Background: an optimization exercise with open tools, aiming at small area and a short achievable clock period. Do not read the settings as production practice.
The RTL was checked by simulation tests, not by an equivalence proof against the original design.
No activity file was given, so power comes from the tool's default toggle rates.

==> flow/design.v (outline; a module is shown in full before it is edited, if it fits) <==
// module add32_ks: 303 lines
// module add32c_bk: 130 lines
// module add31_bk: 148 lines
// module alu_addsub: 16 lines
// module muxi: 7 lines
// module alu_shift: 23 lines
// module addr_add: 8 lines
// module rf_hold: 8 lines
// module rf_word: 16 lines
// module rf_aoi3: 10 lines
// module rf_nand: 6 lines
// module rf_port: 33 lines
// module regfile: 20 lines
// module csr_unit: 37 lines
// module pc_unit: 49 lines
// module cpu: 110 lines
module cpu(
    output [31:0] pc,
    input [31:0] instr,
    output [31:0] dmem_rw_addr,
    output [31:0] rs2_data,
    output dmem_w_en,
    output [2:0] funct3,
    input [31:0] dmem_r_data,
    input int_req,
    input clock,
    output reg_w_en,
    input reset
);
  // ...
==> flow/run.sh <==
#!/bin/bash
# synth_recipe.tcl (not shown) runs the flow's synth.tcl, then flattens the netlist and writes it again
# the make line also repeats each setting of config.mk as NAME=value (left out here)
make -C /OpenROAD-flow-scripts/flow DESIGN_CONFIG=/design/flow/config.mk WORK_HOME=/design/flow/orfs CLKGATE_MAP_FILE= SYNTH_SCRIPT=/design/flow/synth_recipe.tcl finish
==> flow/config.mk <==
export PLATFORM = sky130hd
export DESIGN_NAME = cpu
export DESIGN_NICKNAME = cpu
export VERILOG_FILES = /design/flow/design.v
export SDC_FILE = /design/flow/constraint.sdc
export NUM_CORES = 4
export LEC_CHECK = 0
export CAP_MARGIN = 20
export CORE_MARGIN = 2
export CORE_UTILIZATION = 50
export CTS_BUF_LIST = sky130_fd_sc_hd__clkbuf_8
export SETUP_SLACK_MARGIN = 5
export SLEW_MARGIN = 20
export SYNTH_HIERARCHICAL = 1
export SYNTH_MINIMUM_KEEP_SIZE = 0
==> flow/constraint.sdc <==
create_clock -name core_clock -period 15.0 [get_ports {clock}]
set_input_delay 3.0000 -clock core_clock [delete_from_list [all_inputs] [get_ports {clock}]]
set_output_delay 3.0000 -clock core_clock [all_outputs]
set_load 0.01 [all_outputs]
==> run notes, run 1 <==
Status:
- The run finished with no timing, DRC or antenna violations.

Final layout:
- The register with the most flip-flops in the layout has 992 of them.
- The total area of multi-input combinational cells is 32900 sq um.
- The number of clock buffers in the layout is 229.
- The sequential share of cell area is 0.334.
- The synthesis-to-layout area growth is 24.1%.
- In the layout the commonest cells are 1024 x sky130_fd_sc_hd__dfxtp_1, 1016 x sky130_fd_sc_hd__a22o_1, 662 x sky130_fd_sc_hd__a222oi_1.
- The register with the most flip-flops in the final layout is rf.g.w.q.
- The non-clock buffer area fraction after layout is 0.0862.
- Non-clock inverters in the final layout number 67.
- The number of antenna diodes in the final layout is 10.

Drt:
- The per-cell via count in the routed design is 8.19.
- The initial detailed-routing violation count is 16100.
- For this block, the via count after detailed routing is 59600.
- In the final routing, the length of wire on met1 measures 106000 microns.
- The detail route stage leaves a number of antenna-violating nets equal to 0.
- Dividing the detail-routed wire length by the instance count gives 42.0 microns.
- The post-detailed-routing wire length is 306000 microns.

Synthesis:
- The number of warnings issued by yosys is 11.
- The per-instance average area after synthesis is 10.6 sq um.

Setup path:
- For the worst setup path, the data arrival time is 8.05 ns.
- The beginning of the critical path is instr[15].
- The worst setup path category is input port to output port.
- Setup slack on the worst reg-to-reg path comes out at 7.44 ns.
- The slowest stage of the critical path is the sky130_fd_sc_hd__or3_4 cell.
- The number of buffers and inverters on the critical path is 5.
- Following the worst setup path forward leads to its endpoint at dmem_rw_addr[30].

Clocking:
- TritonCTS built the clock tree.
- The number of CTS-inserted buffers is 182.
- The total number of H-tree levels is 4.

Placed design:
- The placed standard-cell area is 58600 sq um.
- The number of cells in the design after placement is 6653.

Floorplan:
- The die area is 111000 sq um.
- Pin placement for this block handled 168 I/O pins.
- The floorplan core area is 107000 sq um.

Global route:
- The overall overflow remaining after global route is 0.
- The combined global-route utilization of all metal layers is 0.522.

Power and ir drop:
- The largest share of the power goes to registers.
- The combinational power is 0.000609 W.
- The proportion of total power due to net switching is 0.273.
- The power attributed to the clock group is 0.00281 W.

STA:
- At the pin with the least slew margin, the transition time is 1.31 ns.
- Setup repair after global routing could not meet its margin everywhere.
==> module addr_add, before the edit <==
module addr_add(
    input [31:0] a,
    input [31:0] b,
    output [31:0] s);
    wire [31:0] p, g;
    wire cout;
    add32_ks u(.a(a), .b(b), .s(s), .po(p), .go(g), .cout(cout));
endmodule
==> module rf_port, before the edit <==
module rf_port(
    input [4:0] addr,
    input [32*31-1:0] flat,
    output [31:0] data);
    wire [31:1] sel;
    genvar k, b;
    generate
        for (k = 1; k < 32; k = k + 1) begin : g_sel
            assign sel[k] = (addr == k);
        end
    endgenerate
    wire [32*11-1:0] t_n;
    generate
        for (b = 0; b < 32; b = b + 1) begin : g_bit
            for (k = 0; k < 10; k = k + 1) begin : g_a3
                rf_aoi3 u(.sa(sel[3*k+1]), .sb(sel[3*k+2]), .sc(sel[3*k+3]),
                          .a(flat[(3*k)*32 + b]), .b(flat[(3*k+1)*32 + b]), .c(flat[(3*k+2)*32 + b]),
                          .y_n(t_n[k*32 + b]));
            end
            rf_nand u(.sa(sel[31]), .a(flat[30*32 + b]), .y_n(t_n[10*32 + b]));
        end
    endgenerate
    function [31:0] nand_all(input [32*11-1:0] v);
        integer j;
        begin
            nand_all = 32'hffffffff;
            for (j = 0; j < 11; j = j + 1)
                nand_all = nand_all & v[j*32 +: 32];
            nand_all = ~nand_all;
        end
    endfunction
    assign data = nand_all(t_n);
endmodule
==> module regfile, before the edit <==
module regfile(
    input clock,
    input [4:0] rd_addr,
    input [4:0] rs1_addr,
    input [4:0] rs2_addr,
    input [31:0] w_data,
    input w_en,
    output [31:0] rs1_data,
    output [31:0] rs2_data);
    wire [32*31-1:0] flat;
    genvar i;
    generate
        for (i = 1; i < 32; i = i + 1) begin : g_reg
            wire we = w_en && (rd_addr == i);
            rf_word w(.clock(clock), .we(we), .we_n(~we), .d(w_data), .q(flat[(i-1)*32 +: 32]));
        end
    endgenerate
    rf_port p1(.addr(rs1_addr), .flat(flat), .data(rs1_data));
    rf_port p2(.addr(rs2_addr), .flat(flat), .data(rs2_data));
endmodule
==> module cpu, before the edit <==
module cpu(
    output [31:0] pc,
    input [31:0] instr,
    output [31:0] dmem_rw_addr,
    output [31:0] rs2_data,
    output dmem_w_en,
    output [2:0] funct3,
    input [31:0] dmem_r_data,
    input int_req,
    input clock,
    output reg_w_en,
    input reset
);
    wire [6:0] op = instr[6:0];
    wire [4:0] rd = instr[11:7];
    wire [2:0] f3 = instr[14:12];
    wire [4:0] rs1 = instr[19:15];
    wire [4:0] rs2 = instr[24:20];
    wire [6:0] f7 = instr[31:25];
    assign funct3 = f3;
    wire is_load   = (op == 7'b0000011);
    wire is_store  = (op == 7'b0100011);
    wire is_op     = (op == 7'b0110011);
    wire is_opimm  = (op == 7'b0010011);
    wire is_branch = (op == 7'b1100011);
    wire is_lui    = (op == 7'b0110111);
    wire is_auipc  = (op == 7'b0010111);
    wire is_jal    = (op == 7'b1101111);
    wire is_jalr   = (op == 7'b1100111);
    wire is_sys    = (op == 7'b1110011);
    wire is_csr    = is_sys & (f3 != 3'b000);
    wire is_mret   = is_sys & (f3 == 3'b000) & (f7 == 7'b0011000);
    wire is_wfi    = is_sys & (f3 == 3'b000) & (f7 == 7'b0001000);
    wire is_alu    = is_op | is_opimm;
    assign reg_w_en  = is_load | is_alu | is_lui | is_auipc | is_jal | is_jalr | is_csr;
    assign dmem_w_en = is_store;
    wire f7_zero = (f7 == 7'b0000000);
    wire f7_alt  = (f7 == 7'b0100000);
    wire sh_f3   = (f3 == 3'b001) | (f3 == 3'b101);
    wire [31:0] rs1_data;
    wire [31:0] w_data;
    regfile rf(.clock(clock), .rd_addr(rd), .rs1_addr(rs1), .rs2_addr(rs2),
               .w_data(w_data), .w_en(reg_w_en), .rs1_data(rs1_data), .rs2_data(rs2_data));
    wire [31:0] imm_i  = {{20{instr[31]}}, instr[31:20]};
    wire [31:0] imm_s  = {{20{instr[31]}}, instr[31:25], instr[11:7]};
    wire [31:0] imm_sh = {27'h0, instr[24:20]};
    wire [31:0] imm_b  = {{20{instr[31]}}, instr[7], instr[30:25], instr[11:8], 1'b0};
    wire [31:0] imm_u  = {instr[31:12], 12'h0};
    wire [31:0] imm_j  = {{12{instr[31]}}, instr[19:12], instr[20], instr[30:21], 1'b0};
    wire [31:0] a_imm = is_store ? imm_s
                      : (is_jalr & sh_f3) ? imm_sh
                      : imm_i;
    wire [31:0] a_sum;
    addr_add aa(.a(rs1_data), .b(a_imm), .s(a_sum));
    assign dmem_rw_addr = a_sum;
    wire [31:0] alu_y = (is_op | is_branch) ? rs2_data
                      : sh_f3 ? imm_sh
                      : imm_i;
    wire alu_sub = is_branch | (f3 == 3'b010) | (f3 == 3'b011) | (is_op & (f3 == 3'b000) & f7_alt);
    wire [31:0] sum, sr, sl, ap, ag;
    wire eq, lt, ltu;
    alu_addsub as(.x(rs1_data), .y(alu_y), .sub(alu_sub), .sum(sum), .p(ap), .g(ag), .eq(eq), .lt(lt), .ltu(ltu));
    alu_shift shf(.x(rs1_data), .sh(is_op ? rs2_data[4:0] : instr[24:20]),
                  .left(~f3[2]), .arith(f7_alt & f3[2]), .sr(sr), .sl(sl));
    reg br_taken;
    always @(*) begin
        case (f3)
            3'b000: br_taken = eq;
            3'b001: br_taken = ~eq;
            3'b100: br_taken = lt;
            3'b101: br_taken = ~lt;
            3'b110: br_taken = ltu;
            3'b111: br_taken = ~ltu;
            default: br_taken = 1'b0;
        endcase
        br_taken = br_taken & is_branch;
    end
    wire [31:0] p_imm = is_jal ? imm_j : is_auipc ? imm_u : imm_b;
    wire [31:1] pc4, mepc;
    wire [31:0] p_sum;
    wire ie;
    pc_unit pcu(.clock(clock), .reset(reset), .int_req(int_req), .is_wfi(is_wfi), .is_mret(is_mret),
                .take_rel(br_taken | is_jal), .is_jalr(is_jalr), .p_imm(p_imm), .jalr_t(a_sum[31:1]),
                .pc(pc), .pc4(pc4), .p_sum(p_sum), .mepc_o(mepc), .ie_o(ie));
    wire [31:0] csr_r;
    csr_unit csr(.clock(clock), .addr(instr[31:20]), .is_csr(is_csr), .f3(f3), .zimm(rs1),
                 .rs1_data(rs1_data), .mepc(mepc), .ie(ie), .csr_r(csr_r));
    wire a_add  = (f3 == 3'b000) | ((f3 == 3'b101) & ~f7_zero & ~f7_alt);
    wire s_sum  = is_alu & a_add;
    wire s_sl   = is_alu & (f3 == 3'b001);
    wire s_slt  = is_alu & (f3 == 3'b010);
    wire s_sltu = is_alu & (f3 == 3'b011);
    wire s_xor  = is_alu & (f3 == 3'b100);
    wire s_sr   = is_alu & (f3 == 3'b101) & ~a_add;
    wire s_or   = is_alu & (f3 == 3'b110);
    wire s_and  = is_alu & (f3 == 3'b111);
    wire s_link = is_jal | is_jalr;
    assign w_data = ({32{is_load}}  & dmem_r_data)
                  | ({32{s_sum}}    & sum)
                  | ({32{s_sl}}     & sl)
                  | ({32{s_sr}}     & sr)
                  | ({32{s_xor}}    & ap)
                  | ({32{s_or}}     & (ap | ag))
                  | ({32{s_and}}    & ag)
                  | {31'h0, (s_slt & lt) | (s_sltu & ltu)}
                  | ({32{is_lui}}   & imm_u)
                  | ({32{is_auipc}} & p_sum)
                  | ({32{s_link}}   & {pc4, 1'b0})
                  | ({32{is_csr}}   & csr_r);
endmodule
==> inputs of run 2 (changes only) <==
--- a/flow/design.v
+++ b/flow/design.v
@@ -1,304 +1,441 @@
-module add32_ks(
-    input [31:0] a,
+module c_nand2(input a, input b, output y); assign y = ~(a & b); endmodule
+module c_nor2(input a, input b, output y); assign y = ~(a | b); endmodule
+module c_inv(input a, output y); assign y = ~a; endmodule
+module c_nand3(input a, input b, input c, output y); assign y = ~(a & b & c); endmodule
+module c_nand4(input a, input b, input c, input d, output y); assign y = ~(a & b & c & d); endmodule
+module c_nor3(input a, input b, input c, output y); assign y = ~(a | b | c); endmodule
+module c_xor2(input a, input b, output y); assign y = a ^ b; endmodule
+module c_xnor2(input a, input b, output y); assign y = ~(a ^ b); endmodule
+module c_a21oi(input a1, input a2, input b1, output y); assign y = ~((a1 & a2) | b1); endmodule
+module c_o21ai(input a1, input a2, input b1, output y); assign y = ~((a1 | a2) & b1); endmodule
+module add32_fast(
+    input [31:0] an,
     input [31:0] b,
-    output [31:0] s,
-    output [31:0] po,
-    output [31:0] go,
-    output cout);
-    wire [31:0] p = a ^ b;
-    wire [31:0] g = a & b;
-    assign po = p;
-    assign go = g;
-    wire G0 = g[1] | (p[1] & g[0]);
-    wire P0 = p[1] & p[0];
-    wire G1 = g[2] | (p[2] & g[1]);
-    wire P1 = p[2] & p[1];
-    wire G2 = g[3] | (p[3] & g[2]);
-    wire P2 = p[3] & p[2];
-    wire G3 = g[4] | (p[4] & g[3]);
-    wire P3 = p[4] & p[3];
-    wire G4 = g[5] | (p[5] & g[4]);
-    wire P4 = p[5] & p[4];
-    wire G5 = g[6] | (p[6] & g[5]);
-    wire P5 = p[6] & p[5];
-    wire G6 = g[7] | (p[7] & g[6]);
-    wire P6 = p[7] & p[6];
-    wire G7 = g[8] | (p[8] & g[7]);
-    wire P7 = p[8] & p[7];
-    wire G8 = g[9] | (p[9] & g[8]);
-    wire P8 = p[9] & p[8];
-    wire G9 = g[10] | (p[10] & g[9]);
-    wire P9 = p[10] & p[9];
-    wire G10 = g[11] | (p[11] & g[10]);
-    wire P10 = p[11] & p[10];
-    wire G11 = g[12] | (p[12] & g[11]);
-    wire P11 = p[12] & p[11];
-    wire G12 = g[13] | (p[13] & g[12]);
-    wire P12 = p[13] & p[12];
-    wire G13 = g[14] | (p[14] & g[13]);
-    wire P13 = p[14] & p[13];
-    wire G14 = g[15] | (p[15] & g[14]);
-    wire P14 = p[15] & p[14];
-    wire G15 = g[16] | (p[16] & g[15]);
-    wire P15 = p[16] & p[15];
-    wire G16 = g[17] | (p[17] & g[16]);
-    wire P16 = p[17] & p[16];
-    wire G17 = g[18] | (p[18] & g[17]);
-    wire P17 = p[18] & p[17];
-    wire G18 = g[19] | (p[19] & g[18]);
-    wire P18 = p[19] & p[18];
-    wire G19 = g[20] | (p[20] & g[19]);
-    wire P19 = p[20] & p[19];
-    wire G20 = g[21] | (p[21] & g[20]);
-    wire P20 = p[21] & p[20];
-    wire G21 = g[22] | (p[22] & g[21]);
-    wire P21 = p[22] & p[21];
-    wire G22 = g[23] | (p[23] & g[22]);
-    wire P22 = p[23] & p[22];
-    wire G23 = g[24] | (p[24] & g[23]);
-    wire P23 = p[24] & p[23];
-    wire G24 = g[25] | (p[25] & g[24]);
-    wire P24 = p[25] & p[24];
-    wire G25 = g[26] | (p[26] & g[25]);
-    wire P25 = p[26] & p[25];
-    wire G26 = g[27] | (p[27] & g[26]);
-    wire P26 = p[27] & p[26];
-    wire G27 = g[28] | (p[28] & g[27]);
-    wire P27 = p[28] & p[27];
-    wire G28 = g[29] | (p[29] & g[28]);
-    wire P28 = p[29] & p[28];
-    wire G29 = g[30] | (p[30] & g[29]);
-    wire P29 = p[30] & p[29];
-    wire G30 = g[31] | (p[31] & g[30]);
-    wire P30 = p[31] & p[30];
-    wire G31 = G1 | (P1 & g[0]);
-    wire P31 = P1 & p[0];
-    wire G32 = G2 | (P2 & G0);
-    wire P32 = P2 & P0;
-    wire G33 = G3 | (P3 & G1);
-    wire P33 = P3 & P1;
-    wire G34 = G4 | (P4 & G2);
-    wire P34 = P4 & P2;
-    wire G35 = G5 | (P5 & G3);
-    wire P35 = P5 & P3;
-    wire G36 = G6 | (P6 & G4);
-    wire P36 = P6 & P4;
-    wire G37 = G7 | (P7 & G5);
-    wire P37 = P7 & P5;
-    wire G38 = G8 | (P8 & G6);
-    wire P38 = P8 & P6;
-    wire G39 = G9 | (P9 & G7);
-    wire P39 = P9 & P7;
-    wire G40 = G10 | (P10 & G8);
-    wire P40 = P10 & P8;
-    wire G41 = G11 | (P11 & G9);
-    wire P41 = P11 & P9;
-    wire G42 = G12 | (P12 & G10);
-    wire P42 = P12 & P10;
-    wire G43 = G13 | (P13 & G11);
-    wire P43 = P13 & P11;
-    wire G44 = G14 | (P14 & G12);
-    wire P44 = P14 & P12;
-    wire G45 = G15 | (P15 & G13);
-    wire P45 = P15 & P13;
-    wire G46 = G16 | (P16 & G14);
-    wire P46 = P16 & P14;
-    wire G47 = G17 | (P17 & G15);
-    wire P47 = P17 & P15;
-    wire G48 = G18 | (P18 & G16);
-    wire P48 = P18 & P16;
-    wire G49 = G19 | (P19 & G17);
-    wire P49 = P19 & P17;
-    wire G50 = G20 | (P20 & G18);
-    wire P50 = P20 & P18;
-    wire G51 = G21 | (P21 & G19);
-    wire P51 = P21 & P19;
-    wire G52 = G22 | (P22 & G20);
-    wire P52 = P22 & P20;
-    wire G53 = G23 | (P23 & G21);
-    wire P53 = P23 & P21;
-    wire G54 = G24 | (P24 & G22);
-    wire P54 = P24 & P22;
-    wire G55 = G25 | (P25 & G23);
-    wire P55 = P25 & P23;
-    wire G56 = G26 | (P26 & G24);
-    wire P56 = P26 & P24;
-    wire G57 = G27 | (P27 & G25);
-    wire P57 = P27 & P25;
-    wire G58 = G28 | (P28 & G26);
-    wire P58 = P28 & P26;
-    wire G59 = G29 | (P29 & G27);
-    wire P59 = P29 & P27;
-    wire G60 = G30 | (P30 & G28);
-    wire P60 = P30 & P28;
-    wire G61 = G33 | (P33 & g[0]);
-    wire P61 = P33 & p[0];
-    wire G62 = G34 | (P34 & G0);
-    wire P62 = P34 & P0;
-    wire G63 = G35 | (P35 & G31);
-    wire P63 = P35 & P31;
-    wire G64 = G36 | (P36 & G32);
-    wire P64 = P36 & P32;
-    wire G65 = G37 | (P37 & G33);
-    wire P65 = P37 & P33;
-    wire G66 = G38 | (P38 & G34);
-    wire P66 = P38 & P34;
-    wire G67 = G39 | (P39 & G35);
-    wire P67 = P39 & P35;
-    wire G68 = G40 | (P40 & G36);
-    wire P68 = P40 & P36;
-    wire G69 = G41 | (P41 & G37);
-    wire P69 = P41 & P37;
-    wire G70 = G42 | (P42 & G38);
-    wire P70 = P42 & P38;
-    wire G71 = G43 | (P43 & G39);
-    wire P71 = P43 & P39;
-    wire G72 = G44 | (P44 & G40);
-    wire P72 = P44 & P40;
-    wire G73 = G45 | (P45 & G41);
-    wire P73 = P45 & P41;
-    wire G74 = G46 | (P46 & G42);
-    wire P74 = P46 & P42;
-    wire G75 = G47 | (P47 & G43);
-    wire P75 = P47 & P43;
-    wire G76 = G48 | (P48 & G44);
-    wire P76 = P48 & P44;
-    wire G77 = G49 | (P49 & G45);
-    wire P77 = P49 & P45;
-    wire G78 = G50 | (P50 & G46);
-    wire P78 = P50 & P46;
-    wire G79 = G51 | (P51 & G47);
-    wire P79 = P51 & P47;
-    wire G80 = G52 | (P52 & G48);
-    wire P80 = P52 & P48;
-    wire G81 = G53 | (P53 & G49);
-    wire P81 = P53 & P49;
-    wire G82 = G54 | (P54 & G50);
-    wire P82 = P54 & P50;
-    wire G83 = G55 | (P55 & G51);
-    wire P83 = P55 & P51;
-    wire G84 = G56 | (P56 & G52);
-    wire P84 = P56 & P52;
-    wire G85 = G57 | (P57 & G53);
-    wire P85 = P57 & P53;
-    wire G86 = G58 | (P58 & G54);
-    wire P86 = P58 & P54;
-    wire G87 = G59 | (P59 & G55);
-    wire P87 = P59 & P55;
-    wire G88 = G60 | (P60 & G56);
-    wire P88 = P60 & P56;
-    wire G89 = G65 | (P65 & g[0]);
-    wire P89 = P65 & p[0];
-    wire G90 = G66 | (P66 & G0);
-    wire P90 = P66 & P0;
-    wire G91 = G67 | (P67 & G31);
-    wire P91 = P67 & P31;
-    wire G92 = G68 | (P68 & G32);
-    wire P92 = P68 & P32;
-    wire G93 = G69 | (P69 & G61);
-    wire P93 = P69 & P61;
-    wire G94 = G70 | (P70 & G62);
-    wire P94 = P70 & P62;
-    wire G95 = G71 | (P71 & G63);
-    wire P95 = P71 & P63;
-    wire G96 = G72 | (P72 & G64);
-    wire P96 = P72 & P64;
-    wire G97 = G73 | (P73 & G65);
-    wire P97 = P73 & P65;
-    wire G98 = G74 | (P74 & G66);
-    wire P98 = P74 & P66;
-    wire G99 = G75 | (P75 & G67);
-    wire P99 = P75 & P67;
-    wire G100 = G76 | (P76 & G68);
-    wire P100 = P76 & P68;
-    wire G101 = G77 | (P77 & G69);
-    wire P101 = P77 & P69;
-    wire G102 = G78 | (P78 & G70);
-    wire P102 = P78 & P70;
-    wire G103 = G79 | (P79 & G71);
-    wire P103 = P79 & P71;
-    wire G104 = G80 | (P80 & G72);
-    wire P104 = P80 & P72;
-    wire G105 = G81 | (P81 & G73);
-    wire P105 = P81 & P73;
-    wire G106 = G82 | (P82 & G74);
-    wire P106 = P82 & P74;
-    wire G107 = G83 | (P83 & G75);
-    wire P107 = P83 & P75;
-    wire G108 = G84 | (P84 & G76);
-    wire P108 = P84 & P76;
-    wire G109 = G85 | (P85 & G77);
-    wire P109 = P85 & P77;
-    wire G110 = G86 | (P86 & G78);
-    wire P110 = P86 & P78;
-    wire G111 = G87 | (P87 & G79);
-    wire P111 = P87 & P79;
-    wire G112 = G88 | (P88 & G80);
-    wire P112 = P88 & P80;
-    wire G113 = G97 | (P97 & g[0]);
-    wire P113 = P97 & p[0];
-    wire G114 = G98 | (P98 & G0);
-    wire P114 = P98 & P0;
-    wire G115 = G99 | (P99 & G31);
-    wire P115 = P99 & P31;
-    wire G116 = G100 | (P100 & G32);
-    wire P116 = P100 & P32;
-    wire G117 = G101 | (P101 & G61);
-    wire P117 = P101 & P61;
-    wire G118 = G102 | (P102 & G62);
-    wire P118 = P102 & P62;
-    wire G119 = G103 | (P103 & G63);
-    wire P119 = P103 & P63;
-    wire G120 = G104 | (P104 & G64);
-    wire P120 = P104 & P64;
-    wire G121 = G105 | (P105 & G89);
-    wire P121 = P105 & P89;
-    wire G122 = G106 | (P106 & G90);
-    wire P122 = P106 & P90;
-    wire G123 = G107 | (P107 & G91);
-    wire P123 = P107 & P91;
-    wire G124 = G108 | (P108 & G92);
-    wire P124 = P108 & P92;
-    wire G125 = G109 | (P109 & G93);
-    wire P125 = P109 & P93;
-    wire G126 = G110 | (P110 & G94);
-    wire P126 = P110 & P94;
-    wire G127 = G111 | (P111 & G95);
-    wire P127 = P111 & P95;
-    wire G128 = G112 | (P112 & G96);
-    wire P128 = P112 & P96;
-    assign s[0] = p[0];
-    assign s[1] = p[1] ^ g[0];
-    assign s[2] = p[2] ^ G0;
-    assign s[3] = p[3] ^ G31;
-    assign s[4] = p[4] ^ G32;
-    assign s[5] = p[5] ^ G61;
-    assign s[6] = p[6] ^ G62;
-    assign s[7] = p[7] ^ G63;
-    assign s[8] = p[8] ^ G64;
-    assign s[9] = p[9] ^ G89;
-    assign s[10] = p[10] ^ G90;
-    assign s[11] = p[11] ^ G91;
-    assign s[12] = p[12] ^ G92;
-    assign s[13] = p[13] ^ G93;
-    assign s[14] = p[14] ^ G94;
-    assign s[15] = p[15] ^ G95;
-    assign s[16] = p[16] ^ G96;
-    assign s[17] = p[17] ^ G113;
-    assign s[18] = p[18] ^ G114;
-    assign s[19] = p[19] ^ G115;
-    assign s[20] = p[20] ^ G116;
-    assign s[21] = p[21] ^ G117;
-    assign s[22] = p[22] ^ G118;
-    assign s[23] = p[23] ^ G119;
-    assign s[24] = p[24] ^ G120;
-    assign s[25] = p[25] ^ G121;
-    assign s[26] = p[26] ^ G122;
-    assign s[27] = p[27] ^ G123;
-    assign s[28] = p[28] ^ G124;
-    assign s[29] = p[29] ^ G125;
-    assign s[30] = p[30] ^ G126;
-    assign s[31] = p[31] ^ G127;
-    assign cout = G128;
+    output [31:0] s);
+    wire w1, w3, w5, w7, w9, w11, w13, w15, w17, w19, w21, w23;
+    wire w25, w27, w29, w31, w33, w35, w37, w39, w41, w43, w45, w47;
+    wire w49, w51, w53, w55, w57, w59, w61, w63, w65, w67, w69, w71;
+    wire w73, w75, w77, w79, w81, w83, w85, w87, w89, w91, w93, w95;
+    wire w97, w99, w101, w103, w105, w107, w109, w111, w113, w115, w117, w119;
+    wire w121, w123, w125, w127, w129, w131, w133, w135, w137, w139, w141, w143;
+    wire w145, w147, w149, w151, w153, w155, w157, w159, w161, w163, w165, w167;
+    wire w169, w171, w173, w175, w177, w179, w181, w183, w185, w187, w189, w191;
+    wire w193, w195, w197, w199, w201, w203, w205, w207, w209, w211, w213, w215;
+    wire w217, w219, w221, w223, w225, w227, w229, w231, w233, w235, w237, w239;
+    wire w241, w243, w245, w247, w249, w251, w253, w255, w257, w259, w261, w263;
+    wire w265, w267, w269, w271, w273, w275, w277, w279, w281, w283, w285, w287;
+    wire w289, w291, w293, w295, w297, w299, w301, w303, w305, w307, w309, w311;
+    wire w313, w315, w317, w319, w321, w323, w325, w327, w329, w331, w333, w335;
+    wire w337, w339, w341, w343, w345, w347, w349, w351, w353, w355, w357, w359;
+    wire w361, w363, w365, w367, w369, w371, w373, w375, w377, w379, w381, w383;
+    wire w385, w387, w389, w391, w393, w395, w397, w399, w401, w403, w405, w407;
+    wire w409, w411, w413, w415, w417, w419, w421, w423, w425, w427, w429, w431;
+    wire w433, w435, w437, w439, w441, w443, w445, w447, w449, w451, w453, w455;
+    wire w457, w459, w461, w463, w465, w467, w469, w471, w473, w475, w477, w479;
+    wire w481, w483, w485, w487, w489, w491, w493, w495, w497, w499, w501, w503;
+    wire w505, w507, w509, w511, w513, w515, w517, w519, w521, w523, w525, w527;
+    wire w529, w531, w533, w535, w537, w539, w541, w543, w545, w547, w549, w551;
+    wire w553, w555, w557, w559, w561, w563, w565, w567, w569, w571, w573, w575;
+    wire w577, w579, w581, w583, w585, w587, w589, w591, w593, w595, w597, w599;
+    wire w601, w603, w605, w607, w609, w611, w613, w615, w617, w619, w621, w623;
+    wire w625, w627, w629, w631, w633, w635, w637, w639, w641, w643, w645, w647;
+    wire w649, w651, w653, w655, w657, w659, w661, w663, w665, w667, w669, w671;
+    wire w673, w675, w677, w679, w681, w683, w685, w687, w689, w691, w693, w695;
+    wire w697, w699, w701, w703, w705, w707, w709, w711, w713, w715, w717, w719;
+    wire w721, w723;
+    assign s[0] = w3;
+    c_inv u2(.a(b[0]), .y(w1));
+    c_xnor2 u4(.a(an[0]), .b(b[0]), .y(w3));
+    c_nor2 u6(.a(an[0]), .b(w1), .y(w5));
+    c_inv u8(.a(b[1]), .y(w7));
+    c_xnor2 u10(.a(an[1]), .b(b[1]), .y(w9));
+    c_nor2 u12(.a(an[1]), .b(w7), .y(w11));
+    c_nand2 u14(.a(an[1]), .b(w7), .y(w13));
+    c_inv u16(.a(b[2]), .y(w15));
+    c_xnor2 u18(.a(an[2]), .b(b[2]), .y(w17));
+    c_nor2 u20(.a(an[2]), .b(w15), .y(w19));
+    c_nand2 u22(.a(an[2]), .b(w15), .y(w21));
+    c_inv u24(.a(b[3]), .y(w23));
+    c_xnor2 u26(.a(an[3]), .b(b[3]), .y(w25));
+    c_nor2 u28(.a(an[3]), .b(w23), .y(w27));
+    c_nand2 u30(.a(an[3]), .b(w23), .y(w29));
+    c_inv u32(.a(b[4]), .y(w31));
+    c_xnor2 u34(.a(an[4]), .b(b[4]), .y(w33));
+    c_nor2 u36(.a(an[4]), .b(w31), .y(w35));
+    c_nand2 u38(.a(an[4]), .b(w31), .y(w37));
+    c_inv u40(.a(b[5]), .y(w39));
+    c_xnor2 u42(.a(an[5]), .b(b[5]), .y(w41));
+    c_nor2 u44(.a(an[5]), .b(w39), .y(w43));
+    c_nand2 u46(.a(an[5]), .b(w39), .y(w45));
+    c_inv u48(.a(b[6]), .y(w47));
+    c_xnor2 u50(.a(an[6]), .b(b[6]), .y(w49));
+    c_nor2 u52(.a(an[6]), .b(w47), .y(w51));
+    c_nand2 u54(.a(an[6]), .b(w47), .y(w53));
+    c_inv u56(.a(b[7]), .y(w55));
+    c_xnor2 u58(.a(an[7]), .b(b[7]), .y(w57));
+    c_nor2 u60(.a(an[7]), .b(w55), .y(w59));
+    c_nand2 u62(.a(an[7]), .b(w55), .y(w61));
+    c_inv u64(.a(b[8]), .y(w63));
+    c_xnor2 u66(.a(an[8]), .b(b[8]), .y(w65));
+    c_nor2 u68(.a(an[8]), .b(w63), .y(w67));
+    c_nand2 u70(.a(an[8]), .b(w63), .y(w69));
+    c_inv u72(.a(b[9]), .y(w71));
+    c_xnor2 u74(.a(an[9]), .b(b[9]), .y(w73));
+    c_nor2 u76(.a(an[9]), .b(w71), .y(w75));
+    c_nand2 u78(.a(an[9]), .b(w71), .y(w77));
+    c_inv u80(.a(b[10]), .y(w79));
+    c_xnor2 u82(.a(an[10]), .b(b[10]), .y(w81));
+    c_nor2 u84(.a(an[10]), .b(w79), .y(w83));
+    c_nand2 u86(.a(an[10]), .b(w79), .y(w85));
+    c_inv u88(.a(b[11]), .y(w87));
+    c_xnor2 u90(.a(an[11]), .b(b[11]), .y(w89));
+    c_nor2 u92(.a(an[11]), .b(w87), .y(w91));
+    c_nand2 u94(.a(an[11]), .b(w87), .y(w93));
+    c_inv u96(.a(b[12]), .y(w95));
+    c_xnor2 u98(.a(an[12]), .b(b[12]), .y(w97));
+    c_nor2 u100(.a(an[12]), .b(w95), .y(w99));
+    c_nand2 u102(.a(an[12]), .b(w95), .y(w101));
+    c_inv u104(.a(b[13]), .y(w103));
+    c_xnor2 u106(.a(an[13]), .b(b[13]), .y(w105));
+    c_nor2 u108(.a(an[13]), .b(w103), .y(w107));
+    c_nand2 u110(.a(an[13]), .b(w103), .y(w109));
+    c_inv u112(.a(b[14]), .y(w111));
+    c_xnor2 u114(.a(an[14]), .b(b[14]), .y(w113));
+    c_nor2 u116(.a(an[14]), .b(w111), .y(w115));
+    c_nand2 u118(.a(an[14]), .b(w111), .y(w117));
+    c_inv u120(.a(b[15]), .y(w119));
+    c_xnor2 u122(.a(an[15]), .b(b[15]), .y(w121));
+    c_nor2 u124(.a(an[15]), .b(w119), .y(w123));
+    c_nand2 u126(.a(an[15]), .b(w119), .y(w125));
+    c_inv u128(.a(b[16]), .y(w127));
+    c_xnor2 u130(.a(an[16]), .b(b[16]), .y(w129));
+    c_nor2 u132(.a(an[16]), .b(w127), .y(w131));
+    c_nand2 u134(.a(an[16]), .b(w127), .y(w133));
+    c_inv u136(.a(b[17]), .y(w135));
+    c_xnor2 u138(.a(an[17]), .b(b[17]), .y(w137));
+    c_nor2 u140(.a(an[17]), .b(w135), .y(w139));
+    c_nand2 u142(.a(an[17]), .b(w135), .y(w141));
+    c_inv u144(.a(b[18]), .y(w143));
+    c_xnor2 u146(.a(an[18]), .b(b[18]), .y(w145));
+    c_nor2 u148(.a(an[18]), .b(w143), .y(w147));
+    c_nand2 u150(.a(an[18]), .b(w143), .y(w149));
+    c_inv u152(.a(b[19]), .y(w151));
+    c_xnor2 u154(.a(an[19]), .b(b[19]), .y(w153));
+    c_nor2 u156(.a(an[19]), .b(w151), .y(w155));
+    c_nand2 u158(.a(an[19]), .b(w151), .y(w157));
+    c_inv u160(.a(b[20]), .y(w159));
+    c_xnor2 u162(.a(an[20]), .b(b[20]), .y(w161));
+    c_nor2 u164(.a(an[20]), .b(w159), .y(w163));
+    c_nand2 u166(.a(an[20]), .b(w159), .y(w165));
+    c_inv u168(.a(b[21]), .y(w167));
+    c_xnor2 u170(.a(an[21]), .b(b[21]), .y(w169));
+    c_nor2 u172(.a(an[21]), .b(w167), .y(w171));
+    c_nand2 u174(.a(an[21]), .b(w167), .y(w173));
+    c_inv u176(.a(b[22]), .y(w175));
+    c_xnor2 u178(.a(an[22]), .b(b[22]), .y(w177));
+    c_nor2 u180(.a(an[22]), .b(w175), .y(w179));
+    c_nand2 u182(.a(an[22]), .b(w175), .y(w181));
+    c_inv u184(.a(b[23]), .y(w183));
+    c_xnor2 u186(.a(an[23]), .b(b[23]), .y(w185));
+    c_nor2 u188(.a(an[23]), .b(w183), .y(w187));
+    c_nand2 u190(.a(an[23]), .b(w183), .y(w189));
+    c_inv u192(.a(b[24]), .y(w191));
+    c_xnor2 u194(.a(an[24]), .b(b[24]), .y(w193));
+    c_nor2 u196(.a(an[24]), .b(w191), .y(w195));
+    c_nand2 u198(.a(an[24]), .b(w191), .y(w197));
+    c_inv u200(.a(b[25]), .y(w199));
+    c_xnor2 u202(.a(an[25]), .b(b[25]), .y(w201));
+    c_nor2 u204(.a(an[25]), .b(w199), .y(w203));
+    c_nand2 u206(.a(an[25]), .b(w199), .y(w205));
+    c_inv u208(.a(b[26]), .y(w207));
+    c_xnor2 u210(.a(an[26]), .b(b[26]), .y(w209));
+    c_nor2 u212(.a(an[26]), .b(w207), .y(w211));
+    c_nand2 u214(.a(an[26]), .b(w207), .y(w213));
+    c_inv u216(.a(b[27]), .y(w215));
+    c_xnor2 u218(.a(an[27]), .b(b[27]), .y(w217));
+    c_nor2 u220(.a(an[27]), .b(w215), .y(w219));
+    c_nand2 u222(.a(an[27]), .b(w215), .y(w221));
+    c_inv u224(.a(b[28]), .y(w223));
+    c_xnor2 u226(.a(an[28]), .b(b[28]), .y(w225));
+    c_nor2 u228(.a(an[28]), .b(w223), .y(w227));
+    c_nand2 u230(.a(an[28]), .b(w223), .y(w229));
+    c_inv u232(.a(b[29]), .y(w231));
+    c_xnor2 u234(.a(an[29]), .b(b[29]), .y(w233));
+    c_nor2 u236(.a(an[29]), .b(w231), .y(w235));
+    c_nand2 u238(.a(an[29]), .b(w231), .y(w237));
+    c_inv u240(.a(b[30]), .y(w239));
+    c_xnor2 u242(.a(an[30]), .b(b[30]), .y(w241));
+    c_nor2 u244(.a(an[30]), .b(w239), .y(w243));
+    c_nand2 u246(.a(an[30]), .b(w239), .y(w245));
+    c_inv u248(.a(b[31]), .y(w247));
+    c_xnor2 u250(.a(an[31]), .b(b[31]), .y(w249));
+    c_nor2 u252(.a(an[31]), .b(w247), .y(w251));
+    c_nand2 u254(.a(an[31]), .b(w247), .y(w253));
+    c_a21oi u256(.a1(w13), .a2(w5), .b1(w11), .y(w255));
+    c_a21oi u258(.a1(w21), .a2(w11), .b1(w19), .y(w257));
+    c_nand2 u260(.a(w21), .b(w13), .y(w259));
+    c_a21oi u262(.a1(w29), .a2(w19), .b1(w27), .y(w261));
+    c_nand2 u264(.a(w29), .b(w21), .y(w263));
+    c_a21oi u266(.a1(w37), .a2(w27), .b1(w35), .y(w265));
+    c_nand2 u268(.a(w37), .b(w29), .y(w267));
+    c_a21oi u270(.a1(w45), .a2(w35), .b1(w43), .y(w269));
+    c_nand2 u272(.a(w45), .b(w37), .y(w271));
+    c_a21oi u274(.a1(w53), .a2(w43), .b1(w51), .y(w273));
+    c_nand2 u276(.a(w53), .b(w45), .y(w275));
+    c_a21oi u278(.a1(w61), .a2(w51), .b1(w59), .y(w277));
+    c_nand2 u280(.a(w61), .b(w53), .y(w279));
+    c_a21oi u282(.a1(w69), .a2(w59), .b1(w67), .y(w281));
+    c_nand2 u284(.a(w69), .b(w61), .y(w283));
+    c_a21oi u286(.a1(w77), .a2(w67), .b1(w75), .y(w285));
+    c_nand2 u288(.a(w77), .b(w69), .y(w287));
+    c_a21oi u290(.a1(w85), .a2(w75), .b1(w83), .y(w289));
+    c_nand2 u292(.a(w85), .b(w77), .y(w291));
+    c_a21oi u294(.a1(w93), .a2(w83), .b1(w91), .y(w293));
+    c_nand2 u296(.a(w93), .b(w85), .y(w295));
+    c_a21oi u298(.a1(w101), .a2(w91), .b1(w99), .y(w297));
+    c_nand2 u300(.a(w101), .b(w93), .y(w299));
+    c_a21oi u302(.a1(w109), .a2(w99), .b1(w107), .y(w301));
+    c_nand2 u304(.a(w109), .b(w101), .y(w303));
+    c_a21oi u306(.a1(w117), .a2(w107), .b1(w115), .y(w305));
+    c_nand2 u308(.a(w117), .b(w109), .y(w307));
+    c_a21oi u310(.a1(w125), .a2(w115), .b1(w123), .y(w309));
+    c_nand2 u312(.a(w125), .b(w117), .y(w311));
+    c_a21oi u314(.a1(w133), .a2(w123), .b1(w131), .y(w313));
+    c_nand2 u316(.a(w133), .b(w125), .y(w315));
+    c_a21oi u318(.a1(w141), .a2(w131), .b1(w139), .y(w317));
+    c_nand2 u320(.a(w141), .b(w133), .y(w319));
+    c_a21oi u322(.a1(w149), .a2(w139), .b1(w147), .y(w321));
+    c_nand2 u324(.a(w149), .b(w141), .y(w323));
+    c_a21oi u326(.a1(w157), .a2(w147), .b1(w155), .y(w325));
+    c_nand2 u328(.a(w157), .b(w149), .y(w327));
+    c_a21oi u330(.a1(w165), .a2(w155), .b1(w163), .y(w329));
+    c_nand2 u332(.a(w165), .b(w157), .y(w331));
+    c_a21oi u334(.a1(w173), .a2(w163), .b1(w171), .y(w333));
+    c_nand2 u336(.a(w173), .b(w165), .y(w335));
+    c_a21oi u338(.a1(w181), .a2(w171), .b1(w179), .y(w337));
+    c_nand2 u340(.a(w181), .b(w173), .y(w339));
+    c_a21oi u342(.a1(w189), .a2(w179), .b1(w187), .y(w341));
+    c_nand2 u344(.a(w189), .b(w181), .y(w343));
+    c_a21oi u346(.a1(w197), .a2(w187), .b1(w195), .y(w345));
+    c_nand2 u348(.a(w197), .b(w189), .y(w347));
+    c_a21oi u350(.a1(w205), .a2(w195), .b1(w203), .y(w349));
+    c_nand2 u352(.a(w205), .b(w197), .y(w351));
+    c_a21oi u354(.a1(w213), .a2(w203), .b1(w211), .y(w353));
+    c_nand2 u356(.a(w213), .b(w205), .y(w355));
+    c_a21oi u358(.a1(w221), .a2(w211), .b1(w219), .y(w357));
+    c_nand2 u360(.a(w221), .b(w213), .y(w359));
+    c_a21oi u362(.a1(w229), .a2(w219), .b1(w227), .y(w361));
+    c_nand2 u364(.a(w229), .b(w221), .y(w363));
+    c_a21oi u366(.a1(w237), .a2(w227), .b1(w235), .y(w365));
+    c_nand2 u368(.a(w237), .b(w229), .y(w367));
+    c_a21oi u370(.a1(w245), .a2(w235), .b1(w243), .y(w369));
+    c_nand2 u372(.a(w245), .b(w237), .y(w371));
+    c_a21oi u374(.a1(w253), .a2(w243), .b1(w251), .y(w373));
+    c_nand2 u376(.a(w253), .b(w245), .y(w375));
+    c_inv u378(.a(w5), .y(w377));
+    c_o21ai u380(.a1(w259), .a2(w377), .b1(w257), .y(w379));
+    c_o21ai u382(.a1(w263), .a2(w255), .b1(w261), .y(w381));
+    c_o21ai u384(.a1(w267), .a2(w257), .b1(w265), .y(w383));
+    c_nor2 u386(.a(w267), .b(w259), .y(w385));
+    c_o21ai u388(.a1(w271), .a2(w261), .b1(w269), .y(w387));
+    c_nor2 u390(.a(w271), .b(w263), .y(w389));
+    c_o21ai u392(.a1(w275), .a2(w265), .b1(w273), .y(w391));
+    c_nor2 u394(.a(w275), .b(w267), .y(w393));
+    c_o21ai u396(.a1(w279), .a2(w269), .b1(w277), .y(w395));
+    c_nor2 u398(.a(w279), .b(w271), .y(w397));
+    c_o21ai u400(.a1(w283), .a2(w273), .b1(w281), .y(w399));
+    c_nor2 u402(.a(w283), .b(w275), .y(w401));
+    c_o21ai u404(.a1(w287), .a2(w277), .b1(w285), .y(w403));
+    c_nor2 u406(.a(w287), .b(w279), .y(w405));
+    c_o21ai u408(.a1(w291), .a2(w281), .b1(w289), .y(w407));
+    c_nor2 u410(.a(w291), .b(w283), .y(w409));
+    c_o21ai u412(.a1(w295), .a2(w285), .b1(w293), .y(w411));
+    c_nor2 u414(.a(w295), .b(w287), .y(w413));
+    c_o21ai u416(.a1(w299), .a2(w289), .b1(w297), .y(w415));
+    c_nor2 u418(.a(w299), .b(w291), .y(w417));
+    c_o21ai u420(.a1(w303), .a2(w293), .b1(w301), .y(w419));
+    c_nor2 u422(.a(w303), .b(w295), .y(w421));
+    c_o21ai u424(.a1(w307), .a2(w297), .b1(w305), .y(w423));
+    c_nor2 u426(.a(w307), .b(w299), .y(w425));
+    c_o21ai u428(.a1(w311), .a2(w301), .b1(w309), .y(w427));
+    c_nor2 u430(.a(w311), .b(w303), .y(w429));
+    c_o21ai u432(.a1(w315), .a2(w305), .b1(w313), .y(w431));
+    c_nor2 u434(.a(w315), .b(w307), .y(w433));
+    c_o21ai u436(.a1(w319), .a2(w309), .b1(w317), .y(w435));
+    c_nor2 u438(.a(w319), .b(w311), .y(w437));
+    c_o21ai u440(.a1(w323), .a2(w313), .b1(w321), .y(w439));
+    c_nor2 u442(.a(w323), .b(w315), .y(w441));
+    c_o21ai u444(.a1(w327), .a2(w317), .b1(w325), .y(w443));
+    c_nor2 u446(.a(w327), .b(w319), .y(w445));
+    c_o21ai u448(.a1(w331), .a2(w321), .b1(w329), .y(w447));
+    c_nor2 u450(.a(w331), .b(w323), .y(w449));
+    c_o21ai u452(.a1(w335), .a2(w325), .b1(w333), .y(w451));
+    c_nor2 u454(.a(w335), .b(w327), .y(w453));
+    c_o21ai u456(.a1(w339), .a2(w329), .b1(w337), .y(w455));
+    c_nor2 u458(.a(w339), .b(w331), .y(w457));
+    c_o21ai u460(.a1(w343), .a2(w333), .b1(w341), .y(w459));
+    c_nor2 u462(.a(w343), .b(w335), .y(w461));
+    c_o21ai u464(.a1(w347), .a2(w337), .b1(w345), .y(w463));
+    c_nor2 u466(.a(w347), .b(w339), .y(w465));
+    c_o21ai u468(.a1(w351), .a2(w341), .b1(w349), .y(w467));
+    c_nor2 u470(.a(w351), .b(w343), .y(w469));
+    c_o21ai u472(.a1(w355), .a2(w345), .b1(w353), .y(w471));
+    c_nor2 u474(.a(w355), .b(w347), .y(w473));
+    c_o21ai u476(.a1(w359), .a2(w349), .b1(w357), .y(w475));
+    c_nor2 u478(.a(w359), .b(w351), .y(w477));
+    c_o21ai u480(.a1(w363), .a2(w353), .b1(w361), .y(w479));
+    c_nor2 u482(.a(w363), .b(w355), .y(w481));
+    c_o21ai u484(.a1(w367), .a2(w357), .b1(w365), .y(w483));
+    c_nor2 u486(.a(w367), .b(w359), .y(w485));
+    c_o21ai u488(.a1(w371), .a2(w361), .b1(w369), .y(w487));
+    c_nor2 u490(.a(w371), .b(w363), .y(w489));
+    c_o21ai u492(.a1(w375), .a2(w365), .b1(w373), .y(w491));
+    c_nor2 u494(.a(w375), .b(w367), .y(w493));
+    c_a21oi u496(.a1(w385), .a2(w5), .b1(w383), .y(w495));
+    c_inv u498(.a(w255), .y(w497));
+    c_a21oi u500(.a1(w389), .a2(w497), .b1(w387), .y(w499));
+    c_a21oi u502(.a1(w393), .a2(w379), .b1(w391), .y(w501));
+    c_a21oi u504(.a1(w397), .a2(w381), .b1(w395), .y(w503));
+    c_a21oi u506(.a1(w401), .a2(w383), .b1(w399), .y(w505));
+    c_nand2 u508(.a(w401), .b(w385), .y(w507));
+    c_a21oi u510(.a1(w405), .a2(w387), .b1(w403), .y(w509));
+    c_nand2 u512(.a(w405), .b(w389), .y(w511));
+    c_a21oi u514(.a1(w409), .a2(w391), .b1(w407), .y(w513));
+    c_nand2 u516(.a(w409), .b(w393), .y(w515));
+    c_a21oi u518(.a1(w413), .a2(w395), .b1(w411), .y(w517));
+    c_nand2 u520(.a(w413), .b(w397), .y(w519));
+    c_a21oi u522(.a1(w417), .a2(w399), .b1(w415), .y(w521));
+    c_nand2 u524(.a(w417), .b(w401), .y(w523));
+    c_a21oi u526(.a1(w421), .a2(w403), .b1(w419), .y(w525));
+    c_nand2 u528(.a(w421), .b(w405), .y(w527));
+    c_a21oi u530(.a1(w425), .a2(w407), .b1(w423), .y(w529));
+    c_nand2 u532(.a(w425), .b(w409), .y(w531));
+    c_a21oi u534(.a1(w429), .a2(w411), .b1(w427), .y(w533));
+    c_nand2 u536(.a(w429), .b(w413), .y(w535));
+    c_a21oi u538(.a1(w433), .a2(w415), .b1(w431), .y(w537));
+    c_nand2 u540(.a(w433), .b(w417), .y(w539));
+    c_a21oi u542(.a1(w437), .a2(w419), .b1(w435), .y(w541));
+    c_nand2 u544(.a(w437), .b(w421), .y(w543));
+    c_a21oi u546(.a1(w441), .a2(w423), .b1(w439), .y(w545));
+    c_nand2 u548(.a(w441), .b(w425), .y(w547));
+    c_a21oi u550(.a1(w445), .a2(w427), .b1(w443), .y(w549));
+    c_nand2 u552(.a(w445), .b(w429), .y(w551));
+    c_a21oi u554(.a1(w449), .a2(w431), .b1(w447), .y(w553));
+    c_nand2 u556(.a(w449), .b(w433), .y(w555));
+    c_a21oi u558(.a1(w453), .a2(w435), .b1(w451), .y(w557));
+    c_nand2 u560(.a(w453), .b(w437), .y(w559));
+    c_a21oi u562(.a1(w457), .a2(w439), .b1(w455), .y(w561));
+    c_nand2 u564(.a(w457), .b(w441), .y(w563));
+    c_a21oi u566(.a1(w461), .a2(w443), .b1(w459), .y(w565));
+    c_nand2 u568(.a(w461), .b(w445), .y(w567));
+    c_a21oi u570(.a1(w465), .a2(w447), .b1(w463), .y(w569));
+    c_nand2 u572(.a(w465), .b(w449), .y(w571));
+    c_a21oi u574(.a1(w469), .a2(w451), .b1(w467), .y(w573));
+    c_nand2 u576(.a(w469), .b(w453), .y(w575));
+    c_a21oi u578(.a1(w473), .a2(w455), .b1(w471), .y(w577));
+    c_nand2 u580(.a(w473), .b(w457), .y(w579));
+    c_a21oi u582(.a1(w477), .a2(w459), .b1(w475), .y(w581));
+    c_nand2 u584(.a(w477), .b(w461), .y(w583));
+    c_a21oi u586(.a1(w481), .a2(w463), .b1(w479), .y(w585));
+    c_nand2 u588(.a(w481), .b(w465), .y(w587));
+    c_a21oi u590(.a1(w485), .a2(w467), .b1(w483), .y(w589));
+    c_nand2 u592(.a(w485), .b(w469), .y(w591));
+    c_a21oi u594(.a1(w489), .a2(w471), .b1(w487), .y(w593));
+    c_nand2 u596(.a(w489), .b(w473), .y(w595));
+    c_a21oi u598(.a1(w493), .a2(w475), .b1(w491), .y(w597));
+    c_nand2 u600(.a(w493), .b(w477), .y(w599));
+    c_o21ai u602(.a1(w507), .a2(w377), .b1(w505), .y(w601));
+    c_o21ai u604(.a1(w511), .a2(w255), .b1(w509), .y(w603));
+    c_inv u606(.a(w379), .y(w605));
+    c_o21ai u608(.a1(w515), .a2(w605), .b1(w513), .y(w607));
+    c_inv u610(.a(w381), .y(w609));
+    c_o21ai u612(.a1(w519), .a2(w609), .b1(w517), .y(w611));
+    c_o21ai u614(.a1(w523), .a2(w495), .b1(w521), .y(w613));
+    c_o21ai u616(.a1(w527), .a2(w499), .b1(w525), .y(w615));
+    c_o21ai u618(.a1(w531), .a2(w501), .b1(w529), .y(w617));
+    c_o21ai u620(.a1(w535), .a2(w503), .b1(w533), .y(w619));
+    c_o21ai u622(.a1(w539), .a2(w505), .b1(w537), .y(w621));
+    c_nor2 u624(.a(w539), .b(w507), .y(w623));
+    c_o21ai u626(.a1(w543), .a2(w509), .b1(w541), .y(w625));
+    c_nor2 u628(.a(w543), .b(w511), .y(w627));
+    c_o21ai u630(.a1(w547), .a2(w513), .b1(w545), .y(w629));
+    c_nor2 u632(.a(w547), .b(w515), .y(w631));
+    c_o21ai u634(.a1(w551), .a2(w517), .b1(w549), .y(w633));
+    c_nor2 u636(.a(w551), .b(w519), .y(w635));
+    c_o21ai u638(.a1(w555), .a2(w521), .b1(w553), .y(w637));
+    c_nor2 u640(.a(w555), .b(w523), .y(w639));
+    c_o21ai u642(.a1(w559), .a2(w525), .b1(w557), .y(w641));
+    c_nor2 u644(.a(w559), .b(w527), .y(w643));
+    c_o21ai u646(.a1(w563), .a2(w529), .b1(w561), .y(w645));
+    c_nor2 u648(.a(w563), .b(w531), .y(w647));
+    c_o21ai u650(.a1(w567), .a2(w533), .b1(w565), .y(w649));
+    c_nor2 u652(.a(w567), .b(w535), .y(w651));
+    c_o21ai u654(.a1(w571), .a2(w537), .b1(w569), .y(w653));
+    c_nor2 u656(.a(w571), .b(w539), .y(w655));
+    c_o21ai u658(.a1(w575), .a2(w541), .b1(w573), .y(w657));
+    c_nor2 u660(.a(w575), .b(w543), .y(w659));
+    c_o21ai u662(.a1(w579), .a2(w545), .b1(w577), .y(w661));
+    c_nor2 u664(.a(w579), .b(w547), .y(w663));
+    c_o21ai u666(.a1(w583), .a2(w549), .b1(w581), .y(w665));
+    c_nor2 u668(.a(w583), .b(w551), .y(w667));
+    c_o21ai u670(.a1(w587), .a2(w553), .b1(w585), .y(w669));
+    c_nor2 u672(.a(w587), .b(w555), .y(w671));
+    c_o21ai u674(.a1(w591), .a2(w557), .b1(w589), .y(w673));
+    c_nor2 u676(.a(w591), .b(w559), .y(w675));
+    c_o21ai u678(.a1(w595), .a2(w561), .b1(w593), .y(w677));
+    c_nor2 u680(.a(w595), .b(w563), .y(w679));
+    c_o21ai u682(.a1(w599), .a2(w565), .b1(w597), .y(w681));
+    c_nor2 u684(.a(w599), .b(w567), .y(w683));
+    c_a21oi u686(.a1(w623), .a2(w5), .b1(w621), .y(w685));
+    c_a21oi u688(.a1(w627), .a2(w497), .b1(w625), .y(w687));
+    c_a21oi u690(.a1(w631), .a2(w379), .b1(w629), .y(w689));
+    c_a21oi u692(.a1(w635), .a2(w381), .b1(w633), .y(w691));
+    c_inv u694(.a(w495), .y(w693));
+    c_a21oi u696(.a1(w639), .a2(w693), .b1(w637), .y(w695));
+    c_inv u698(.a(w499), .y(w697));
+    c_a21oi u700(.a1(w643), .a2(w697), .b1(w641), .y(w699));
+    c_inv u702(.a(w501), .y(w701));
+    c_a21oi u704(.a1(w647), .a2(w701), .b1(w645), .y(w703));
+    c_inv u706(.a(w503), .y(w705));
+    c_a21oi u708(.a1(w651), .a2(w705), .b1(w649), .y(w707));
+    c_a21oi u710(.a1(w655), .a2(w601), .b1(w653), .y(w709));
+    c_a21oi u712(.a1(w659), .a2(w603), .b1(w657), .y(w711));
+    c_a21oi u714(.a1(w663), .a2(w607), .b1(w661), .y(w713));
+    c_a21oi u716(.a1(w667), .a2(w611), .b1(w665), .y(w715));
+    c_a21oi u718(.a1(w671), .a2(w613), .b1(w669), .y(w717));
+    c_a21oi u720(.a1(w675), .a2(w615), .b1(w673), .y(w719));
+    c_a21oi u722(.a1(w679), .a2(w617), .b1(w677), .y(w721));
+    c_a21oi u724(.a1(w683), .a2(w619), .b1(w681), .y(w723));
+    c_xor2 u725(.a(w9), .b(w5), .y(s[1]));
+    c_xnor2 u726(.a(w17), .b(w255), .y(s[2]));
+    c_xor2 u727(.a(w25), .b(w379), .y(s[3]));
+    c_xor2 u728(.a(w33), .b(w381), .y(s[4]));
+    c_xnor2 u729(.a(w41), .b(w495), .y(s[5]));
+    c_xnor2 u730(.a(w49), .b(w499), .y(s[6]));
+    c_xnor2 u731(.a(w57), .b(w501), .y(s[7]));
+    c_xnor2 u732(.a(w65), .b(w503), .y(s[8]));
+    c_xor2 u733(.a(w73), .b(w601), .y(s[9]));
+    c_xor2 u734(.a(w81), .b(w603), .y(s[10]));
+    c_xor2 u735(.a(w89), .b(w607), .y(s[11]));
+    c_xor2 u736(.a(w97), .b(w611), .y(s[12]));
+    c_xor2 u737(.a(w105), .b(w613), .y(s[13]));
+    c_xor2 u738(.a(w113), .b(w615), .y(s[14]));
+    c_xor2 u739(.a(w121), .b(w617), .y(s[15]));
+    c_xor2 u740(.a(w129), .b(w619), .y(s[16]));
+    c_xnor2 u741(.a(w137), .b(w685), .y(s[17]));
+    c_xnor2 u742(.a(w145), .b(w687), .y(s[18]));
+    c_xnor2 u743(.a(w153), .b(w689), .y(s[19]));
+    c_xnor2 u744(.a(w161), .b(w691), .y(s[20]));
+    c_xnor2 u745(.a(w169), .b(w695), .y(s[21]));
+    c_xnor2 u746(.a(w177), .b(w699), .y(s[22]));
+    c_xnor2 u747(.a(w185), .b(w703), .y(s[23]));
+    c_xnor2 u748(.a(w193), .b(w707), .y(s[24]));
+    c_xnor2 u749(.a(w201), .b(w709), .y(s[25]));
+    c_xnor2 u750(.a(w209), .b(w711), .y(s[26]));
+    c_xnor2 u751(.a(w217), .b(w713), .y(s[27]));
+    c_xnor2 u752(.a(w225), .b(w715), .y(s[28]));
+    c_xnor2 u753(.a(w233), .b(w717), .y(s[29]));
+    c_xnor2 u754(.a(w241), .b(w719), .y(s[30]));
+    c_xnor2 u755(.a(w249), .b(w721), .y(s[31]));
 endmodule
 module add32c_bk(
@@ -627,10 +764,8 @@
 endmodule
 module addr_add(
-    input [31:0] a,
+    input [31:0] an,
     input [31:0] b,
     output [31:0] s);
-    wire [31:0] p, g;
-    wire cout;
-    add32_ks u(.a(a), .b(b), .s(s), .po(p), .go(g), .cout(cout));
+    add32_fast u(.an(an), .b(b), .s(s));
 endmodule
 module rf_hold(
@@ -677,5 +812,5 @@
     input [4:0] addr,
     input [32*31-1:0] flat,
-    output [31:0] data);
+    output [31:0] data_n);
     wire [31:1] sel;
     genvar k, b;
@@ -696,14 +831,13 @@
         end
     endgenerate
-    function [31:0] nand_all(input [32*11-1:0] v);
-        integer j;
-        begin
-            nand_all = 32'hffffffff;
-            for (j = 0; j < 11; j = j + 1)
-                nand_all = nand_all & v[j*32 +: 32];
-            nand_all = ~nand_all;
+    wire [31:0] o0, o1, o2;
+    generate
+        for (b = 0; b < 32; b = b + 1) begin : g_or
+            c_nand4 n0(.a(t_n[0*32+b]), .b(t_n[1*32+b]), .c(t_n[2*32+b]), .d(t_n[3*32+b]), .y(o0[b]));
+            c_nand4 n1(.a(t_n[4*32+b]), .b(t_n[5*32+b]), .c(t_n[6*32+b]), .d(t_n[7*32+b]), .y(o1[b]));
+            c_nand3 n2(.a(t_n[8*32+b]), .b(t_n[9*32+b]), .c(t_n[10*32+b]), .y(o2[b]));
+            c_nor3  n3(.a(o0[b]), .b(o1[b]), .c(o2[b]), .y(data_n[b]));
         end
-    endfunction
-    assign data = nand_all(t_n);
+    endgenerate
 endmodule
 module regfile(
@@ -714,4 +848,5 @@
     input [31:0] w_data,
     input w_en,
+    output [31:0] rs1_n,
     output [31:0] rs1_data,
     output [31:0] rs2_data);
@@ -724,6 +859,13 @@
         end
     endgenerate
-    rf_port p1(.addr(rs1_addr), .flat(flat), .data(rs1_data));
-    rf_port p2(.addr(rs2_addr), .flat(flat), .data(rs2_data));
+    wire [31:0] rs2_n;
+    rf_port p1(.addr(rs1_addr), .flat(flat), .data_n(rs1_n));
+    rf_port p2(.addr(rs2_addr), .flat(flat), .data_n(rs2_n));
+    generate
+        for (i = 0; i < 32; i = i + 1) begin : g_inv
+            c_inv v1(.a(rs1_n[i]), .y(rs1_data[i]));
+            c_inv v2(.a(rs2_n[i]), .y(rs2_data[i]));
+        end
+    endgenerate
 endmodule
 module csr_unit(
@@ -852,8 +994,8 @@
     wire f7_alt  = (f7 == 7'b0100000);
     wire sh_f3   = (f3 == 3'b001) | (f3 == 3'b101);
-    wire [31:0] rs1_data;
+    wire [31:0] rs1_data, rs1_n;
     wire [31:0] w_data;
     regfile rf(.clock(clock), .rd_addr(rd), .rs1_addr(rs1), .rs2_addr(rs2),
-               .w_data(w_data), .w_en(reg_w_en), .rs1_data(rs1_data), .rs2_data(rs2_data));
+               .w_data(w_data), .w_en(reg_w_en), .rs1_n(rs1_n), .rs1_data(rs1_data), .rs2_data(rs2_data));
     wire [31:0] imm_i  = {{20{instr[31]}}, instr[31:20]};
     wire [31:0] imm_s  = {{20{instr[31]}}, instr[31:25], instr[11:7]};
@@ -866,5 +1008,5 @@
                       : imm_i;
     wire [31:0] a_sum;
-    addr_add aa(.a(rs1_data), .b(a_imm), .s(a_sum));
+    addr_add aa(.an(rs1_n), .b(a_imm), .s(a_sum));
     assign dmem_rw_addr = a_sum;
     wire [31:0] alu_y = (is_op | is_branch) ? rs2_data
==> flow/flow/run.sh (new file) <==
#!/bin/bash
# The standard layout (the make command of standard.sh), with extra ORFS
# variables from flow/extra.txt (one VAR=VALUE per line) appended to the make
# command line. Each tool's output stays in the ORFS logs under orfs/logs/;
# make's own output goes to flow_make.log.
set -euo pipefail
line=$(grep -E '^make -C ' standard.sh)
line=${line% \"\$\{@:-finish\}\"}
eval "args=(${line#make })"
while IFS= read -r kv; do
  [[ -z "$kv" ]] && continue
  args+=("$kv")
done < flow/extra.txt
printf '%q ' make "${args[@]}" finish > make_cmd.txt
echo >> make_cmd.txt
make "${args[@]}" finish > flow_make.log 2>&1
# write the final DEF as standard.sh does after finish
sed -n '/^if \[\[ -f /,/^fi/p' standard.sh > write_def.sh
grep -q write_def write_def.sh
bash write_def.sh > write_def.log 2>&1
==> flow/flow/extra.txt (new file) <==
SETUP_SLACK_MARGIN=5
CTS_ARGS=-sink_clustering_enable -repair_clock_nets -dont_use_dummy_load
BUFFER_PORTS_ARGS=-buffer_cell sky130_fd_sc_hd__buf_2
==> flow/standard.sh (new file) <==
#!/bin/bash
# synth_recipe.tcl (not shown) runs the flow's synth.tcl, then flattens the netlist and writes it again
# the make line also repeats each setting of config.mk as NAME=value (left out here)
make -C /OpenROAD-flow-scripts/flow DESIGN_CONFIG=/design/flow/config.mk WORK_HOME=/design/flow/orfs CLKGATE_MAP_FILE= SYNTH_SCRIPT=/design/flow/synth_recipe.tcl "${@:-finish}"
--- a/flow/config.mk
+++ b/flow/config.mk
@@ -8,7 +8,5 @@
 export CAP_MARGIN = 20
 export CORE_MARGIN = 2
-export CORE_UTILIZATION = 50
-export CTS_BUF_LIST = sky130_fd_sc_hd__clkbuf_8
-export SETUP_SLACK_MARGIN = 5
+export CORE_UTILIZATION = 40
 export SLEW_MARGIN = 20
 export SYNTH_HIERARCHICAL = 1
removed: flow/run.sh
==> run notes, run 2 <==
Status:
- Result of the run: no timing/DRC/antenna violations (unchanged).

Final layout:
- The register containing the most flip-flops in the final layout was rf.g.w.q (unchanged).
- The total area of multi-input combinational cells was 32600 sq um (was 32900 sq um).
- The number of flip-flops in the largest register came to 992 (unchanged).
- The synthesis-to-layout area growth is 17.0% (was 24.1%).

STA:
- The worst setup skew after layout is 0.0884 ns (was 0.0469 ns).
- Setup repair after global routing missed its margin: false (was true).
- The worst setup margin is 4.96 ns (was 3.95 ns).
- The headroom to the max-slew limit is 0.141 (was 0.127).
- The total setup violations reported at the end of the flow was 0 (unchanged).
- The total count of hold-check failures in the final report was 0 (unchanged).
- The slew of the pin with the lowest slew margin came to 1.29 ns (was 1.31 ns).

Drt:
- The post-route DRC violation count is 0 (unchanged).
- The per-cell via count in the routed design is 7.65 (was 8.19).
- The average detailed-routed wire length per instance was 39.2 microns (was 42.0 microns).
- The final antenna-violating net count is 0 (unchanged).
- The post-detailed-routing wire length is 295000 microns (was 306000 microns).
- The initial detailed-routing violation count is 12800 (was 16100).

Global route:
- The overall overflow remaining after global route is 0 (unchanged).
- The initial antenna violation count is 10 (was 37).
- The combined global-route utilization of all metal layers was 0.397 (was 0.522).

Setup path:
- The reg-to-reg setup timing slack came to 7.95 ns (was 7.44 ns).
- The worst endpoint data arrival time was 7.04 ns (was 8.05 ns).
- The worst setup path category is input port to output port (unchanged).

Floorplan:
- The floorplan core area is 137000 sq um (was 107000 sq um).
- The die area is 141000 sq um (was 111000 sq um).
- The number of ports placed on the die boundary was 168 (unchanged).
- The die span in y is 375 microns (was 332 microns).

Clocking:
- The TritonCTS clock tree is yes (unchanged).
- The clock latency on the worst-skew pair came to 0.79 ns (was 0.91 ns).

Synthesis:
- The number of warnings issued by yosys is 10 (was 11).
- The per-instance average area after synthesis is 10.4 sq um (was 10.6 sq um).

Placed design:
- The routability-driven placement congestion ratio is 1.07 (was 1.10).
- The estimated wirelength of the detail-placed design was 190000 microns (was 189000 microns).
## run 2: cell types whose count changed in the layout (fill, tap and decap cells not counted), sizes merged, moves of 42 or more
cell           previous run  this run
a21oi                   109       151
clkbuf                  236       118
clkdlybuf4s50           125         0
nand2                   288       351
nor2                    149       231
or3                      70         3
## run 2: how the worst max path moves through the flow
| stage | from | endpoint | slack [ns] | cells after the start |
|---|---|---|---|---|
| global placement | instr[23] | pcu.mepc[18]$_DFFE_PP_ | 3.32 | 31 |
| finish | instr[15] | dmem_rw_addr[21] | 4.96 | 17 |
| global route | instr[18] | dmem_rw_addr[30] | 4.98 | 16 |
| CTS | instr[18] | dmem_rw_addr[15] | 4.97 | 14 |
| floorplan | instr[24] | pcu.mepc[19]$_DFFE_PP_ | 5.12 | 33 |
| detailed placement | instr[23] | pcu.mepc[19]$_DFFE_PP_ | 3.24 | 33 |
## run 2: timing repair
item,in CTS,in global routing
setup endpoints to repair,121,82
pin swaps,31,101
buffers inserted,46,75
gates cloned,11,4
resized for setup,76,99
## run 2: where the power goes
| group | total (W) | switching, W | internal (W) |
|---|---|---|---|
| Combinational | 0.000538 | 0.000375 | 0.000163 |
| Sequential | 0.00298 | 0.0000352 | 0.00295 |
| Clock | 0.00247 | 0.00115 | 0.00132 |
## run 2: cell type report
cell class                      count  area share
Multi-Input combinational cell   3908       0.506
Sequential cell                  1087       0.348
Timing Repair Buffer              458      0.0569
Clock buffer                      114      0.0443
Tap cell                         1794      0.0349
Inverter                          166     0.00968
Antenna cell                        7    0.000272
## run 2: layer usage
| layer | part of all wire | vias to the layer above | global-route usage |
|---|---|---|---|
| met5 | 0.00027 | - | 0 |
| met4 | 0.093 | 8 | 0.299 |
| met3 | 0.13 | 1110 | 0.116 |
| met2 | 0.41 | 5123 | 0.572 |
| met1 | 0.36 | 28100 | 0.500 |
| li1 | - | 23300 | - |
## run 2: critical path, cell delays in order
cell and delay [ns]:
sky130_fd_sc_hd__buf_6 0.22, sky130_fd_sc_hd__nand3b_1 0.18, sky130_fd_sc_hd__buf_4 0.17, sky130_fd_sc_hd__nor2_4 0.04, sky130_fd_sc_hd__buf_4 0.28, sky130_fd_sc_hd__a222oi_1 0.55, sky130_fd_sc_hd__nand4_1 0.64, sky130_fd_sc_hd__nor3_4 0.34
sky130_fd_sc_hd__buf_4 0.19, sky130_fd_sc_hd__nand2_2 0.12, sky130_fd_sc_hd__a21oi_2 0.19, sky130_fd_sc_hd__o21ai_1 0.14, sky130_fd_sc_hd__a21oi_2 0.17, sky130_fd_sc_hd__o21ai_1 0.10, sky130_fd_sc_hd__a21oi_2 0.12, sky130_fd_sc_hd__xnor2_1 0.29
sky130_fd_sc_hd__buf_2 0.24
## run 2: through the flow
step	hold slack (ns)	area [sq um]	power [W]	cells	util
final	0.498	64400	0.00599	7534	0.470
after CTS	0.498	63000	0.00594	7443	0.460
after global placement	0.477	59100	0.00351	7270	0.432
after global routing	0.508	64300	0.00610	7528	0.470
after detailed placement	0.476	59200	0.00351	7272	0.432
after floorplan	0.464	55000	0.00330	5312	-

## static timing again, ports no longer ideal
Ports are ideal in the flow. The routed layouts listed here were re-timed in OpenROAD. Step 1 sets driving cells, clkbuf_16 on the clock port and buf_2 on the other inputs (assumed; they add their load-dependent delay and slew). Step 2, shift: input delay + t, output delay - t, t = (earliest + latest rising clock arrival at the registers) / 2. This alone moves slack from input paths to output paths. Slacks: no drivers / after step 1 / after step 2; pairs: no drivers / after step 1.
run	t, ns	setup slack, ns	worst data-port slew with drivers (ns)
run 1	0.966	3.951 / 3.904 / 3.798	0.11
run 2	0.819	4.959 / 4.920 / 4.290	0.10
After both steps setup and hold are still met in every run listed. For run 2, which loses most, drivers alone change the setup slack by -0.039 ns; drivers and shift together by -0.669 ns.
